Source: an optimization exercise on an open RTL-to-GDS flow (aim: a short achievable clock period and few clock cycles). Production flows keep margins and buffers that such runs may drop. In this exercise RTL edits were held to simulation tests only and were not proved equivalent to the original.

==> inputs of run X <==
// lc4_processor
module lc4_processor(input wire         clk,
                     input wire         rst,
                     input wire         gwe,
                     output wire [15:0] o_cur_pc,
                     input wire [15:0]  i_cur_insn_A,
                     input wire [15:0]  i_cur_insn_B,
                     output wire [15:0] o_dmem_addr,
                     input wire [15:0]  i_cur_dmem_data,
                     output wire        o_dmem_we,
                     output wire [15:0] o_dmem_towrite,
                     output wire [ 1:0] test_stall_A,
                     output wire [ 1:0] test_stall_B,
                     output wire [15:0] test_cur_pc_A,
                     output wire [15:0] test_cur_pc_B,
                     output wire [15:0] test_cur_insn_A,
                     output wire [15:0] test_cur_insn_B,
                     output wire        test_regfile_we_A,
                     output wire        test_regfile_we_B,
                     output wire [ 2:0] test_regfile_wsel_A,
                     output wire [ 2:0] test_regfile_wsel_B,
                     output wire [15:0] test_regfile_data_A,
                     output wire [15:0] test_regfile_data_B,
                     output wire        test_nzp_we_A,
                     output wire        test_nzp_we_B,
                     output wire [ 2:0] test_nzp_new_bits_A,
                     output wire [ 2:0] test_nzp_new_bits_B,
                     output wire        test_dmem_we_A,
                     output wire        test_dmem_we_B,
                     output wire [15:0] test_dmem_addr_A,
                     output wire [15:0] test_dmem_addr_B,
                     output wire [15:0] test_dmem_data_A,
                     output wire [15:0] test_dmem_data_B
                     );
clock: 40.0 ns
lec_check: 0
cap_margin: 20
core_margin: 2
core_utilization: 50
slew_margin: 20
standard.sh (not shown) runs the stock make flow with config.mk's settings and CLKGATE_MAP_FILE= SYNTH_SCRIPT=/design/flow/synth_recipe.tcl, a recipe that flattens the netlist after the stock synthesis.
==> flow/flow/run.sh <==
#!/bin/bash
# Own layout flow: the standard ORFS flow, with timing repair asked to
# leave 31 ns of setup slack at the 40 ns clock, so that repair_timing works
# on every path longer than 9 ns instead of stopping once 40 ns is met.
# The clock, constraints, synthesis, floorplan, power grid and tap cells are
# the standard ones. make's full output goes to layout.log in this folder;
# ORFS's per-step logs stay under orfs/logs.
set -euo pipefail
bash standard.sh SETUP_SLACK_MARGIN=31 finish > layout.log 2>&1
==> run F (differences from run X) <==
--- a/flow/design.v
+++ b/flow/design.v
@@ -279,13 +279,13 @@
                      output wire        test_dmem_we_B,
                      output wire [15:0] test_dmem_addr_A,
                      output wire [15:0] test_dmem_addr_B,
                      output wire [15:0] test_dmem_data_A,
                      output wire [15:0] test_dmem_data_B
                      );
-   localparam DIV_N     = 4;      
+   localparam DIV_N     = 3;      
    localparam ALT_FETCH = 1'b1;
    localparam ALT_MINQ  = 3'd1;
    localparam D_RESOLVE = 1'b1;
    localparam CASCADE   = 1'b1;
    localparam EARLY_LD  = 1'b1;
    localparam EARLY_ST  = 1'b1;
@@ -341,12 +341,13 @@
    reg [2:0]  div_cnt;
    reg        x_hold_r;
    reg        xA_pre;        
    reg        mA_v, mB_v;
    reg [15:0] mA_insn, mB_insn, mA_pc, mB_pc, mA_res, mB_res;
    reg        mA_we, mB_we, mA_nzw, mB_nzw, mA_ld, mB_ld, mA_st, mB_st;
+   reg        mA_lt, mA_dv;      
    reg [2:0]  mA_rd, mB_rd, mA_nzp, mB_nzp;
    reg [15:0] mem_addr, mem_wdata;
    reg        mem_we;
    reg [1:0]  wA_stall, wB_stall;
    reg [15:0] wA_insn, wB_insn, wA_pc, wB_pc, wA_data, wB_data;
    reg        wA_we, wB_we, wA_nzw, wB_nzw, wA_st, wB_st;
@@ -421,13 +422,13 @@
    wire dB_al = dB_jd | (dB_br & (dB_insn[11:9] == 3'b111));
    wire [15:0] fastA, fastB;
    wire hXB = xB_v & xB_nzw, hXA = xA_v & xA_nzw, hMB = mB_v & mB_nzw, hMA = mA_v & mA_nzw;
    wire [2:0] d_nzp = hXB ? nzp_of(fastB) : hXA ? nzp_of(fastA) : hMB ? mB_nzp : hMA ? mA_nzp :
                       wB_nzw ? wB_nzp : wA_nzw ? wA_nzp : nzp_reg;
    wire d_nzp_ok = hXB ? ~(xB_ld | xB_mul | xB_c1 | xB_c2) : hXA ? ~(xA_ld | xA_mul | xA_div) :
-                   hMB ? ~mB_ld : hMA ? ~mA_ld : 1'b1;
+                   hMB ? ~mB_ld : hMA ? ~mA_lt : 1'b1;
    wire dA_res = dA_br & ~dA_al & d_nzp_ok & D_RESOLVE;
    wire dB_res = dB_br & ~dB_al & d_nzp_ok & ~dA_nzw & D_RESOLVE;
    wire dA_tk = |(dA_insn[11:9] & d_nzp);
    wire dB_tk = |(dB_insn[11:9] & d_nzp);
    wire dA_mis_s = dA_al ? ~dA_eqt : dA_br ? (~dA_res & ~(dA_eqt | dA_eqn)) : dA_ji ? 1'b0 : ~dA_eqn;
    wire dB_mis_s = dB_al ? ~dB_eqt : dB_br ? (~dB_res & ~(dB_eqt | dB_eqn)) : dB_ji ? 1'b0 : ~dB_eqn;
@@ -454,40 +455,60 @@
          fwd[3] = hxb;
          fwd[2] = ~hxb & hxa;
          fwd[1] = ~hxb & ~hxa & hmb;
          fwd[0] = ~hxb & ~hxa & ~hmb & hma;
       end
    endfunction
-   wire [4:0] fA1 = fwd(dA_r1, xB_v, xB_we, xB_nl, xB_rd, xA_v, xA_we, xA_nl, xA_rd, mB_v, mB_we, mB_rd, mA_v, mA_we, mA_rd);
-   wire [4:0] fA2 = fwd(dA_r2, xB_v, xB_we, xB_nl, xB_rd, xA_v, xA_we, xA_nl, xA_rd, mB_v, mB_we, mB_rd, mA_v, mA_we, mA_rd);
-   wire [4:0] fB1 = fwd(dB_r1, xB_v, xB_we, xB_nl, xB_rd, xA_v, xA_we, xA_nl, xA_rd, mB_v, mB_we, mB_rd, mA_v, mA_we, mA_rd);
-   wire [4:0] fB2 = fwd(dB_r2, xB_v, xB_we, xB_nl, xB_rd, xA_v, xA_we, xA_nl, xA_rd, mB_v, mB_we, mB_rd, mA_v, mA_we, mA_rd);
-   wire [4:0] fN  = fwd(3'd0, xB_v, xB_nzw, xB_nl, 3'd0, xA_v, xA_nzw, xA_nl, 3'd0, mB_v, mB_nzw, 3'd0, mA_v, mA_nzw, 3'd0);
+   wire [4:0] fA1 = fwd(dA_r1, xB_v, xB_we, xB_nl, xB_rd, xA_v, xA_we, xA_nl | xA_div, xA_rd, mB_v, mB_we, mB_rd, mA_v, mA_we, mA_rd);
+   wire [4:0] fA2 = fwd(dA_r2, xB_v, xB_we, xB_nl, xB_rd, xA_v, xA_we, xA_nl | xA_div, xA_rd, mB_v, mB_we, mB_rd, mA_v, mA_we, mA_rd);
+   wire [4:0] fB1 = fwd(dB_r1, xB_v, xB_we, xB_nl, xB_rd, xA_v, xA_we, xA_nl | xA_div, xA_rd, mB_v, mB_we, mB_rd, mA_v, mA_we, mA_rd);
+   wire [4:0] fB2 = fwd(dB_r2, xB_v, xB_we, xB_nl, xB_rd, xA_v, xA_we, xA_nl | xA_div, xA_rd, mB_v, mB_we, mB_rd, mA_v, mA_we, mA_rd);
+   wire [4:0] fN  = fwd(3'd0, xB_v, xB_nzw, xB_nl, 3'd0, xA_v, xA_nzw, xA_nl | xA_div, 3'd0, mB_v, mB_nzw, 3'd0, mA_v, mA_nzw, 3'd0);
    wire hB1 = dA_we & (dA_rd == dB_r1);
    wire hB2 = dA_we & (dA_rd == dB_r2);
    wire x_hold;
    wire x_misp;
-   wire stallA = (dA_r1re & fA1[4]) | (dA_r2re & ~dA_st & fA2[4]) | (dA_br & fN[4]);
+   wire stallA = (dA_r1re & fA1[4]) | (dA_r2re & ~dA_st & fA2[4]) | (dA_br & fN[4]) |
+                 (dA_st & ~fA2[3] & fA2[2] & xA_div);
    wire casc_ok = CASCADE & ~dA_ld & ~dA_mul & ~dA_div & ~dB_mul & ~dB_div & ~dB_ji;
    wire dB_c1 = dB_r1re & hB1;
    wire dB_c2 = dB_r2re & ~dB_st & hB2;
-   wire stallB = (dB_r1re & (hB1 ? ~casc_ok : fB1[4])) |
+   wire stallB = (dB_st & ~hB2 & ~fB2[3] & fB2[2] & xA_div) |
+                 (dB_r1re & (hB1 ? ~casc_ok : fB1[4])) |
                  (dB_r2re & ~dB_st & (hB2 ? ~casc_ok : fB2[4])) |
                  (dB_br & (dA_nzw ? (dA_ld | dA_mul | dA_div | (SPLIT_BR & ~dB_al)) : fN[4]));
    wire issA = dA_v & ~x_hold & ~stallA;
    wire x_nmem = (xA_v & (xA_nl | (xA_st & ~xA_est))) | (xB_v & (xB_nl | xB_st));   
-   wire eA_ok = EARLY_LD & dA_ld & ~x_nmem & ~fA1[3] & ~fA1[2] & ~(fA1[1] & mB_ld) & ~(fA1[0] & mA_ld);
-   wire eB_ok = EARLY_LD & dB_ld & ~x_nmem & ~fB1[3] & ~fB1[2] & ~(fB1[1] & mB_ld) & ~(fB1[0] & mA_ld) &
+   wire xB_fast = ~xB_ld & ~xB_mul & ~xB_c1 & ~xB_c2;
+   wire xA_fast = ~xA_ld & ~xA_mul & ~xA_div;
+   function known;
+      input [4:0] f;
+      input xbf, xaf, mbl, mal;
+      begin
+         known = ~(f[3] & ~xbf) & ~(f[2] & ~xaf) & ~(f[1] & mbl) & ~(f[0] & mal);
+      end
+   endfunction
+   function [15:0] dval;
+      input [4:0] f;
+      input [15:0] xb, xa, mb, ma, rf;
+      begin
+         dval = f[3] ? xb : f[2] ? xa : f[1] ? mb : f[0] ? ma : rf;
+      end
+   endfunction
+   wire kA1 = known(fA1, xB_fast, xA_fast, mB_ld, mA_lt);
+   wire kA2 = known(fA2, xB_fast, xA_fast, mB_ld, mA_lt);
+   wire kB1 = known(fB1, xB_fast, xA_fast, mB_ld, mA_lt);
+   wire eA_ok = EARLY_LD & dA_ld & ~x_nmem & kA1;
+   wire eB_ok = EARLY_LD & dB_ld & ~x_nmem & kB1 &
                 ~hB1 & ~dA_st & ~(dA_ld & eA_ok) & ~dA_div;
-   wire [15:0] baseA = fA1[1] ? mB_res : fA1[0] ? mA_res : rf_A1;
-   wire [15:0] baseB = fB1[1] ? mB_res : fB1[0] ? mA_res : rf_B1;
+   wire [15:0] baseA = dval(fA1, fastB, fastA, mB_res, mA_res, rf_A1);
+   wire [15:0] baseB = dval(fB1, fastB, fastA, mB_res, mA_res, rf_B1);
    wire [15:0] eaddrA = baseA + {{10{dA_insn[5]}}, dA_insn[5:0]};
    wire [15:0] eaddrB = baseB + {{10{dB_insn[5]}}, dB_insn[5:0]};
-   wire esA_ok = EARLY_ST & dA_st & ~x_nmem & ~fA1[3] & ~fA1[2] & ~(fA1[1] & mB_ld) & ~(fA1[0] & mA_ld) &
-                 ~fA2[3] & ~fA2[2] & ~(fA2[1] & mB_ld) & ~(fA2[0] & mA_ld);
-   wire [15:0] esdA = fA2[1] ? mB_res : fA2[0] ? mA_res : rf_A2;
+   wire esA_ok = EARLY_ST & dA_st & ~x_nmem & kA1 & kA2;
+   wire [15:0] esdA = dval(fA2, fastB, fastA, mB_res, mA_res, rf_A2);
    wire mem2_ok = (dA_ld & eA_ok) | (dA_ld & dB_ld & eB_ok) | (dA_st & esA_ok);
    wire divB_ok = ~dB_br & ~dB_jd & ~dB_ji & ~hB1 & ~hB2;
    wire issB = issA & dB_v & ~stallB & ~dA_mis_s & (~dA_div | divB_ok) & ~dB_div &
                ~((dA_ld | dA_st) & (dB_ld | dB_st) & ~mem2_ok);
    wire d_redir = ~x_misp & ((issA & dA_mis) | (issB & dB_mis));
    wire [15:0] d_tgt = (issA & dA_mis) ? dA_np : dB_np;
@@ -510,24 +531,25 @@
                  .i_m1(opA1), .i_m2(opA2), .o_result(aluA), .o_fast(fastA));
    lc4_alu alu_B(.i_insn(xB_insn), .i_pcp1(xB_pcp1), .i_r1data(opB1c), .i_r2data(opB2c),
                  .i_m1(opB1), .i_m2(opB2), .o_result(aluB), .o_fast());
    lc4_alu alu_Bn(.i_insn(xB_insn), .i_pcp1(xB_pcp1), .i_r1data(opB1), .i_r2data(opB2),
                   .i_m1(16'h0000), .i_m2(16'h0000), .o_result(), .o_fast(fastB));
    wire [15:0] div_rem, div_quo;
-   wire div_pre = DIV_PRE & dA_div & ~fA1[3] & ~fA1[2] & ~(fA1[1] & mB_ld) & ~(fA1[0] & mA_ld) &
-                  ~fA2[3] & ~fA2[2] & ~(fA2[1] & mB_ld) & ~(fA2[0] & mA_ld);
+   wire div_pre = DIV_PRE & dA_div & ~fA1[3] & ~fA1[2] & ~(fA1[1] & mB_ld) & ~(fA1[0] & mA_lt) &
+                  ~fA2[3] & ~fA2[2] & ~(fA2[1] & mB_ld) & ~(fA2[0] & mA_lt);
    wire [15:0] dvA1 = fA1[1] ? mB_res : fA1[0] ? mA_res : rf_A1;
    wire [15:0] dvA2 = fA2[1] ? mB_res : fA2[0] ? mA_res : rf_A2;
    wire div_pre_go = issA & div_pre;
    wire div_start = div_pre_go | (xA_v & xA_div & ~xA_pre & (div_cnt == 3'd0));
    lc4_divider divider
      (.clk(clk), .gwe(gwe), .start(div_start),
       .i_dividend(div_pre_go ? dvA1 : opA1), .i_divisor(div_pre_go ? dvA2 : opA2),
       .o_remainder(div_rem), .o_quotient(div_quo));
    assign x_hold = x_hold_r;     
-   wire [15:0] resA = xA_est ? xA_esd : xA_early ? i_cur_dmem_data : xA_div ? (xA_insn[15] ? div_rem : div_quo) : aluA;
+   wire [15:0] resA = xA_est ? xA_esd : xA_early ? i_cur_dmem_data : aluA;
+   wire [15:0] divres = mA_insn[15] ? div_rem : div_quo;
    wire [15:0] resB = xB_early ? i_cur_dmem_data : aluB;
    wire [15:0] addrA = opA1 + {{10{xA_insn[5]}}, xA_insn[5:0]};
    wire [15:0] addrB = opB1c + {{10{xB_insn[5]}}, xB_insn[5:0]};
    wire [15:0] sdA = xA_sd[4] ? i_cur_dmem_data : byp(xA_sd[3:0], xA_op2, mB_res, mA_res, wB_data, wA_data);
    wire [15:0] sdB = xB_sd[5] ? aluA : xB_sd[4] ? i_cur_dmem_data :
                      byp(xB_sd[3:0], xB_op2, mB_res, mA_res, wB_data, wA_data);
@@ -725,23 +747,23 @@
          end else begin
             xB_op1 <= opB1; xB_op2 <= xB_st ? sdB : opB2;
             xB_s1 <= 4'd0; xB_s2 <= 4'd0; xB_sd <= 6'd0;
          end
          buA_pc <= xA_pc; buA_tgt <= ctA; buB_pc <= xB_pc; buB_tgt <= ctB;
          mA_insn <= xA_insn; mA_pc <= xA_pc; mA_res <= resA; mA_nzp <= nzp_of(resA);
-         mA_we <= xA_we; mA_nzw <= xA_nzw; mA_ld <= xA_nl; mA_st <= xA_st; mA_est <= xA_est; mA_rd <= xA_rd;
+         mA_we <= xA_we; mA_nzw <= xA_nzw; mA_ld <= xA_nl; mA_lt <= xA_nl | xA_div; mA_dv <= xA_div; mA_st <= xA_st; mA_est <= xA_est; mA_rd <= xA_rd;
          mB_insn <= xB_insn; mB_pc <= xB_pc; mB_res <= resB; mB_nzp <= nzp_of(resB);
          mB_we <= xB_we; mB_nzw <= xB_nzw; mB_ld <= xB_nl; mB_st <= xB_st; mB_rd <= xB_rd;
          mem_addr <= x_nmem ? ((xA_v & (xA_nl | (xA_st & ~xA_est))) ? addrA : addrB) :
                      (issA & (eA_ok | esA_ok)) ? eaddrA : eaddrB;
          mA_daddr <= (xA_early | xA_est) ? mem_addr : addrA;
          mB_daddr <= xB_early ? mem_addr : addrB;
          mem_wdata <= (xA_v & xA_st & ~xA_est) ? sdA : (xB_v & xB_st) ? sdB : esdA;
          wA_insn <= mA_insn; wA_pc <= mA_pc; wA_rd <= mA_rd; wA_st <= mA_st;
-         wA_data <= mA_ld ? i_cur_dmem_data : mA_res;
-         wA_nzp  <= mA_ld ? nzp_of(i_cur_dmem_data) : mA_nzp;
+         wA_data <= mA_ld ? i_cur_dmem_data : mA_dv ? divres : mA_res;
+         wA_nzp  <= mA_ld ? nzp_of(i_cur_dmem_data) : mA_dv ? nzp_of(divres) : mA_nzp;
          wB_insn <= mB_insn; wB_pc <= mB_pc; wB_rd <= mB_rd; wB_st <= mB_st;
          wB_data <= mB_ld ? i_cur_dmem_data : mB_res;
          wB_nzp  <= mB_ld ? nzp_of(i_cur_dmem_data) : mB_nzp;
          wA_daddr <= mA_daddr;
          wB_daddr <= mB_daddr;
          wA_ddata <= mA_ld ? i_cur_dmem_data : (mA_st & ~mA_est) ? mem_wdata : mA_res;
==> flow/config.mk (replaced) <==
export PLATFORM = sky130hd
export DESIGN_NAME = lc4_processor
export DESIGN_NICKNAME = lc4_processor
export VERILOG_FILES = /design/flow/design.v
export SDC_FILE = /design/flow/constraint.sdc
export NUM_CORES = 4
export LEC_CHECK = 0
export CAP_MARGIN = 30
export CORE_MARGIN = 2
export CORE_UTILIZATION = 50
export SLEW_MARGIN = 30
==> comparison table <==
Worst Reg2Reg Path Length in Cells: run F 31; run X 29
Starting density of the core: run F 0.5013; run X 0.5012
Start point of the critical path: run F f_pc[5]$_SDFFCE_PP0P_; run X wB_pc[3]$_DFFE_PP_
Cts bufs inserted: run F 319; run X 320
Worst Hold End: run F wB_daddr[11]$_DFFE_PP_; run X wB_insn[14]$_DFFE_PP_
Headroom to the max-slew limit: run F -0.3425; run X 0.04399
Mapped Cells: run F 17910; run X 17540
Routing usage on met3: run F 0.1246; run X 0.1399
Run status: run F finished with violations; run X timing/DRC/antenna clean
Layout check failures: run F max-capacitance violations, max-slew violations; run X -
Detail-routed net length per standard cell: run F 42.31 um; run X 39.13 um
Total met3 wirelength after detailed routing: run F 142.8 mm; run X 115.2 mm
Final std cells w/o fill: run F 24100; run X 23180
Origin of the critical flop-to-flop path: run F wA_data[9]$_DFFE_PP_; run X xA_s1[1]$_DFFE_PP_
Testbench counts of run X, summed over its fixed seeds: cycles 19,348.
Testbench counts of run F, summed over its fixed seeds: cycles 19,097.

==> port drivers added, routing unchanged <==
The results above use ideal ports. As a check the final layouts listed here were re-extracted and re-timed, cells and wires unchanged. Step 1 assumes that a clkbuf_16 drives the clock port and a buf_2 every other input. Step 2, shift: input delay + t, output delay - t, t = (earliest + latest rising clock arrival at the registers) / 2. This alone moves slack from input paths to output paths. a / b / c = ideal ports / drivers / drivers and shift; a / b = the first two.
| run | t, ns | setup WS [ns] | worst setup path at the end | worst data-port slew with drivers (ns) | cell pins on the clock port's net |
|---|---|---|---|---|---|
| run X | 1.097 | 30.234 / 30.108 / 29.635 | input to register | 0.27 | 1 |
| run F | 1.133 | 30.175 / 30.048 / 28.950 | input to register | 0.63 | 1 |
For run F, which loses most, drivers alone change the setup slack by -0.127 ns; drivers and shift together by -1.225 ns.
